Source: an optimization exercise on an open RTL-to-GDS flow (aim: small area). Production flows keep margins and buffers that such runs may drop. Only simulation tests tie the RTL to the original design; equivalence was not proved. Power and IR drop assume default switching activity.

==> run a: inputs <==
// top
module top(
	input clk,
	input rst_n,
	input left,
	input right,
	input up,
	input down,
	input [15:0] SW,
	output reg bell,
	output reg [2:0] sel,
	output [6:0] segment,
	output [15:0] LED
	);
export LEC_CHECK = 0
export ABC_AREA = 1
export CAP_MARGIN = 20
export CORE_MARGIN = 2
export CORE_UTILIZATION = 40
export SLEW_MARGIN = 20
create_clock -name core_clock -period 70.0 [get_ports {clk}]
standard.sh (not shown) runs the stock make flow with config.mk's settings and CLKGATE_MAP_FILE= SYNTH_SCRIPT=/design/flow/synth_recipe.tcl, a recipe that flattens the netlist after the stock synthesis.
==> flow/flow/run.sh <==
#!/bin/bash
# Own layout flow: the standard ORFS flow (standard.sh) with
#  - synthesis through flow/synth_own.tcl (standard synthesis, stronger ABC script),
#  - port buffers of the smallest buffer cell (every port still gets one),
#  - CTS with small clock buffers and no dummy loads.
# Each tool's output goes to logs under orfs/logs (ORFS) and to own_*.log here.
set -euo pipefail
WORK=$(pwd)
sed "s#@WORK@#$WORK#g" flow/synth_own.tcl > own_synth.tcl
# standard.sh with our synthesis script and extra make variables
sed -e "s#SYNTH_SCRIPT=[^ ]*synth_recipe.tcl#SYNTH_SCRIPT=$WORK/own_synth.tcl#" \
    -e 's#"\${@:-finish}"#"BUFFER_PORTS_ARGS=-buffer_cell sky130_fd_sc_hd__buf_1" "CTS_ARGS=-sink_clustering_enable -repair_clock_nets -buf_list sky130_fd_sc_hd__clkbuf_4 -dont_use_dummy_load" "${@:-finish}"#' \
    standard.sh > own.sh
grep -q own_synth.tcl own.sh
grep -q BUFFER_PORTS_ARGS own.sh
bash own.sh > own_make.log 2>&1
==> flow/flow/abc_own.script <==
strash
&get -n
&dch
&nf -R 1000
&put
topo
==> flow/flow/synth_own.tcl <==
# The standard synthesis (synth_recipe.tcl), with one change: ABC maps the
# logic with flow/abc_own.script (area-oriented) instead of ORFS's script.
# Registers are mapped before ABC runs, so they are the standard synthesis's.
proc abc {args} {
  set i [lsearch -exact $args -script]
  if {$i >= 0} {
    lset args [expr {$i + 1}] "@WORK@/flow/abc_own.script"
  }
  yosys abc {*}$args
}
source @WORK@/synth_recipe.tcl
==> inputs of run b, as changes to run a <==
--- a/flow/flow/run.sh
+++ b/flow/flow/run.sh
@@ -9,7 +9,7 @@
 sed "s#@WORK@#$WORK#g" flow/synth_own.tcl > own_synth.tcl
 # standard.sh with our synthesis script and extra make variables
 sed -e "s#SYNTH_SCRIPT=[^ ]*synth_recipe.tcl#SYNTH_SCRIPT=$WORK/own_synth.tcl#" \
-    -e 's#"\${@:-finish}"#"BUFFER_PORTS_ARGS=-buffer_cell sky130_fd_sc_hd__buf_1" "CTS_ARGS=-sink_clustering_enable -repair_clock_nets -buf_list sky130_fd_sc_hd__clkbuf_4 -dont_use_dummy_load" "${@:-finish}"#' \
+    -e 's#"\${@:-finish}"#"BUFFER_PORTS_ARGS=-buffer_cell sky130_fd_sc_hd__buf_1" "CTS_ARGS=-sink_clustering_enable -repair_clock_nets -buf_list sky130_fd_sc_hd__clkbuf_4 -sink_clustering_size 22 -sink_clustering_max_diameter 200 -dont_use_dummy_load" "${@:-finish}"#' \
     standard.sh > own.sh
 grep -q own_synth.tcl own.sh
 grep -q BUFFER_PORTS_ARGS own.sh
==> notes.md <==
In sequential power, run a and run b hardly differ.
In first-iteration DRC count, run b and run a do not differ.
Register-to-register slack is about the same in run b and run a.
In utilization, run b and run a do not differ.
Final area is the same in run b and run a.
Synthesized cell count is the same in run b and run a.
Non-clock buffer count is the same in run b and run a.
In clock-buffer cell count, run b and run a do not differ.
In clock skew, run b and run a do not differ.
Synthesized area is the same in run a and run b.
==> figures <==
metric	run a	run b
Status	timing/DRC/antenna clean	timing/DRC/antenna clean
Synth Area in Compound Gates	0.234	0.234
Met3 track utilization from global routing	0.0321	0.0321
R2R Path Start	speed[1]	speed[1]
DP Cell Count	817	817
Sum of negative setup slack	0 ps	0 ps
Final net count	733	733
Overflow left after global routing	0	0
Worst Skew	47.9 ps	47.9 ps
Initial antenna violation count	0	0
Invs w/o clock	24	24
Async set-reset flop share out of synthesis	1.00	1.00
Antenna Cells	0	0
Count of different cell masters after synthesis	46	46
Power dissipated in sequential cells	60.3 µW	60.3 µW
Number of inserted filler cells in the final layout	1195	1195
WL met1	6.12 mm	6.12 mm
Number of CTS-inserted buffers	9	9
Sequential element share of the synthesized area	0.335	0.335
Routed length per instance	17.2 µm	17.2 µm
Count of flip-flops and latches	63	63
Leakage power of the design	0.00210 µW	0.00210 µW

========
==> v39: inputs <==
Another version of the RTL of top (not shown whole).
Settings: LEC_CHECK=0, ABC_AREA=1, CAP_MARGIN=20, CORE_MARGIN=2, CORE_UTILIZATION=40, SLEW_MARGIN=20; clock period 70.0 ns.
==> flow/flow/run.sh <==
#!/bin/bash
# Own layout flow: the standard ORFS flow (standard.sh) with
#  - synthesis through flow/synth_own.tcl (standard synthesis, stronger ABC script),
#  - port buffers of the smallest buffer cell (every port still gets one),
#  - CTS with small clock buffers and no dummy loads.
# Each tool's output goes to logs under orfs/logs (ORFS) and to own_*.log here.
set -euo pipefail
WORK=$(pwd)
sed "s#@WORK@#$WORK#g" flow/synth_own.tcl > own_synth.tcl
# standard.sh with our synthesis script and extra make variables
sed -e "s#SYNTH_SCRIPT=[^ ]*synth_recipe.tcl#SYNTH_SCRIPT=$WORK/own_synth.tcl#" \
    -e 's#"\${@:-finish}"#"BUFFER_PORTS_ARGS=-buffer_cell sky130_fd_sc_hd__buf_1" "CTS_ARGS=-sink_clustering_enable -repair_clock_nets -buf_list sky130_fd_sc_hd__clkbuf_4 -dont_use_dummy_load" "${@:-finish}"#' \
    standard.sh > own.sh
grep -q own_synth.tcl own.sh
grep -q BUFFER_PORTS_ARGS own.sh
bash own.sh > own_make.log 2>&1
==> flow/flow/abc_own.script <==
strash
&get -n
&dch
&nf -R 1000
&put
strash
&get -n
&dch
&nf -R 1000
&put
strash
&get -n
&dch
&nf -R 1000
&put
topo
Scripts as last shown in full above: flow/flow/synth_own.tcl
==> v18 (differences from v39) <==
--- a/flow/flow/run.sh
+++ b/flow/flow/run.sh
@@ -10,5 +10,5 @@
 # standard.sh with our synthesis script and extra make variables
 sed -e "s#SYNTH_SCRIPT=[^ ]*synth_recipe.tcl#SYNTH_SCRIPT=$WORK/own_synth.tcl#" \
-    -e 's#"\${@:-finish}"#"BUFFER_PORTS_ARGS=-buffer_cell sky130_fd_sc_hd__buf_1" "CTS_ARGS=-sink_clustering_enable -repair_clock_nets -buf_list sky130_fd_sc_hd__clkbuf_4 -dont_use_dummy_load" "${@:-finish}"#' \
+    -e 's#"\${@:-finish}"#"BUFFER_PORTS_ARGS=-buffer_cell sky130_fd_sc_hd__buf_1" "CTS_ARGS=-sink_clustering_enable -repair_clock_nets -buf_list sky130_fd_sc_hd__clkbuf_8 -dont_use_dummy_load" "${@:-finish}"#' \
     standard.sh > own.sh
 grep -q own_synth.tcl own.sh
==> flow/flow/abc_own.script (replaced) <==
strash
&get -n
&dch
&nf -R 1000
&put
topo
==> v30 (differences from v39) <==
==> flow/flow/abc_own.script (replaced) <==
strash
&get -n
&dch
&nf -R 1000
&put
topo
==> notes <==
In clock-buffer cell count, v39 and v18 do not differ.
The highest clock power belongs to v18, the lowest to v30.
First-iteration DRC count, highest first: v39, v18, v30.
Final area: v18 > v30 > v39.
Clock skew: v18 < v30 < v39.
Global-route usage: v39 < v18 < v30.
In die area, v30 and v18 do not differ.
Register-to-register slack, lowest first: v39, v18, v30.
The highest routed wire length belongs to v39, the lowest to v18.
Of v18 and v30, v30 has the higher via count (gap about 1.3%, measured against v30).

========
==> wip/amber <==
top, a different RTL version from the one above (not shown whole).
## top
module top(
	input clk,
	input rst_n,
	input left,
	input right,
	input up,
	input down,
	input [15:0] SW,
	output bell,
	output [2:0] sel,
	output [6:0] segment,
	output [15:0] LED
	);
export LEC_CHECK = 0
export ABC_AREA = 1
export CAP_MARGIN = 20
export CORE_MARGIN = 2
export CORE_UTILIZATION = 40
export SLEW_MARGIN = 20
create_clock -name core_clock -period 70.0 [get_ports {clk}]
run.sh (not shown) runs the stock make flow with config.mk's settings and CLKGATE_MAP_FILE= SYNTH_SCRIPT=/design/flow/synth_recipe.tcl, a recipe that flattens the netlist after the stock synthesis.
Stock flow here: none of the scripts above is used.
==> inputs of wip/willow, as changes to wip/amber <==
==> flow/flow/run.sh (new file) <==
#!/bin/bash
# Own layout flow: the standard ORFS flow (standard.sh) with
#  - synthesis through flow/synth_own.tcl (standard synthesis, stronger ABC script),
#  - port buffers of the smallest buffer cell (every port still gets one),
#  - CTS with small clock buffers and no dummy loads.
# Each tool's output goes to logs under orfs/logs (ORFS) and to own_*.log here.
set -euo pipefail
WORK=$(pwd)
sed "s#@WORK@#$WORK#g" flow/synth_own.tcl > own_synth.tcl
# standard.sh with our synthesis script and extra make variables
sed -e "s#SYNTH_SCRIPT=[^ ]*synth_recipe.tcl#SYNTH_SCRIPT=$WORK/own_synth.tcl#" \
    -e 's#"\${@:-finish}"#"BUFFER_PORTS_ARGS=-buffer_cell sky130_fd_sc_hd__buf_1" "CTS_ARGS=-sink_clustering_enable -repair_clock_nets -buf_list sky130_fd_sc_hd__clkbuf_4 -dont_use_dummy_load" "${@:-finish}"#' \
    standard.sh > own.sh
grep -q own_synth.tcl own.sh
grep -q BUFFER_PORTS_ARGS own.sh
bash own.sh > own_make.log 2>&1
==> flow/flow/abc_own.script (new file) <==
strash
dc2
&get -n
&deepsyn -T 60
&nf -R 1000
&put
topo
==> flow/flow/synth_own.tcl (new file) <==
# The standard synthesis (synth_recipe.tcl), with one change: ABC maps the
# logic with flow/abc_own.script (area-oriented) instead of ORFS's script.
# Registers are mapped before ABC runs, so they are the standard synthesis's.
proc abc {args} {
  set i [lsearch -exact $args -script]
  if {$i >= 0} {
    lset args [expr {$i + 1}] "@WORK@/flow/abc_own.script"
  }
  yosys abc {*}$args
}
source @WORK@/synth_recipe.tcl
==> flow/standard.sh (new file) <==
#!/bin/bash
# synth_recipe.tcl (not shown) runs the flow's synth.tcl, then flattens the netlist and writes it again
# the make line also repeats each setting of config.mk as NAME=value (left out here)
make -C /OpenROAD-flow-scripts/flow DESIGN_CONFIG=/design/flow/config.mk WORK_HOME=/design/flow/orfs CLKGATE_MAP_FILE= SYNTH_SCRIPT=/design/flow/synth_recipe.tcl "${@:-finish}"
removed: flow/run.sh
==> qor.json <==
{
  "outcome": "timing/DRC/antenna clean",
  "internal_portion_of_total_power_w": 0.0001196,
  "synth.top_cells.by_count": "sky130_fd_sc_hd__nor2_1, sky130_fd_sc_hd__nand2_1, sky130_fd_sc_hd__dfrtp_1",
  "synth.mux.area_fraction_pct": 1.048,
  "fmaxAchievable_mhz": 50.02,
  "powerDensity_nw_per_um2": 51.46,
  "chipHeight_um": 114.7,
  "clkLatencyLatePin_ns": 0.41,
  "power_switching_w": 0.0001560,
  "synth.top_cells.by_area": "sky130_fd_sc_hd__dfrtp_1, sky130_fd_sc_hd__ha_1, sky130_fd_sc_hd__nor2_1",
  "finalWeightedCongestion": 0.9978,
  "sequential_cell_area_share_pct": 29.72,
  "worst_slew_margin_rel_pct": 37.70,
  "finalClockSkew_ns": 0.04035
}
-- figures above: wip/willow

==> qor.json <==
{
  "internal_portion_of_total_power_w": 0.0001634,
  "sequential_cell_area_share_pct": 24.31,
  "synth.top_cells.by_count": "sky130_fd_sc_hd__nand2_1, sky130_fd_sc_hd__inv_1, sky130_fd_sc_hd__nor2_1",
  "finalClockSkew_ns": 0.007356,
  "fmaxAchievable_mhz": 52.01,
  "outcome": "timing/DRC/antenna clean",
  "critical_path_depth": 25,
  "powerDensity_nw_per_um2": 55.03,
  "reg2reg_setup_slack_ns": 65.67,
  "power_switching_w": 0.0001969,
  "synth.mux.area_fraction_pct": 0,
  "num-nonclk-buffers": 50,
  "finalWeightedCongestion": 1.013,
  "clkLatencyLatePin_ns": 0.33,
  "chipHeight_um": 122.9,
  "worst_slew_margin_rel_pct": 40.40,
  "synth.most_common_cell": "sky130_fd_sc_hd__nand2_1"
}
-- figures above: wip/amber

static timing again, ports no longer ideal:
The flow's constraints put no driver on any port. The routed layouts listed below were extracted and timed again, unchanged, in two steps.
Step 1 sets driving cells, clkbuf_16 on the clock port and buf_2 on the other inputs (assumed; they add their load-dependent delay and slew).
Step 2 also shifts input and output timing later by t, the mid clock arrival at the registers, as if the neighbouring blocks saw the same clock.
Three values: no drivers, after step 1, after step 2; two values: the first two.
run	shift t [ns]	setup slack, ns	cell pins on the clock port's net
run a	0.401	51.223 / 51.195 / 51.596	1
run b	0.401	51.223 / 51.195 / 51.596	1
v39	0.488	50.457 / 50.422 / 50.911	1
v18	0.363	50.569 / 50.538 / 50.901	1
v30	0.419	50.512 / 50.483 / 50.903	1
wip/amber	0.364	50.774 / 50.733 / 51.098	1
wip/willow	0.420	50.008 / 49.976 / 50.396	1
After both steps every run listed still meets setup and hold.
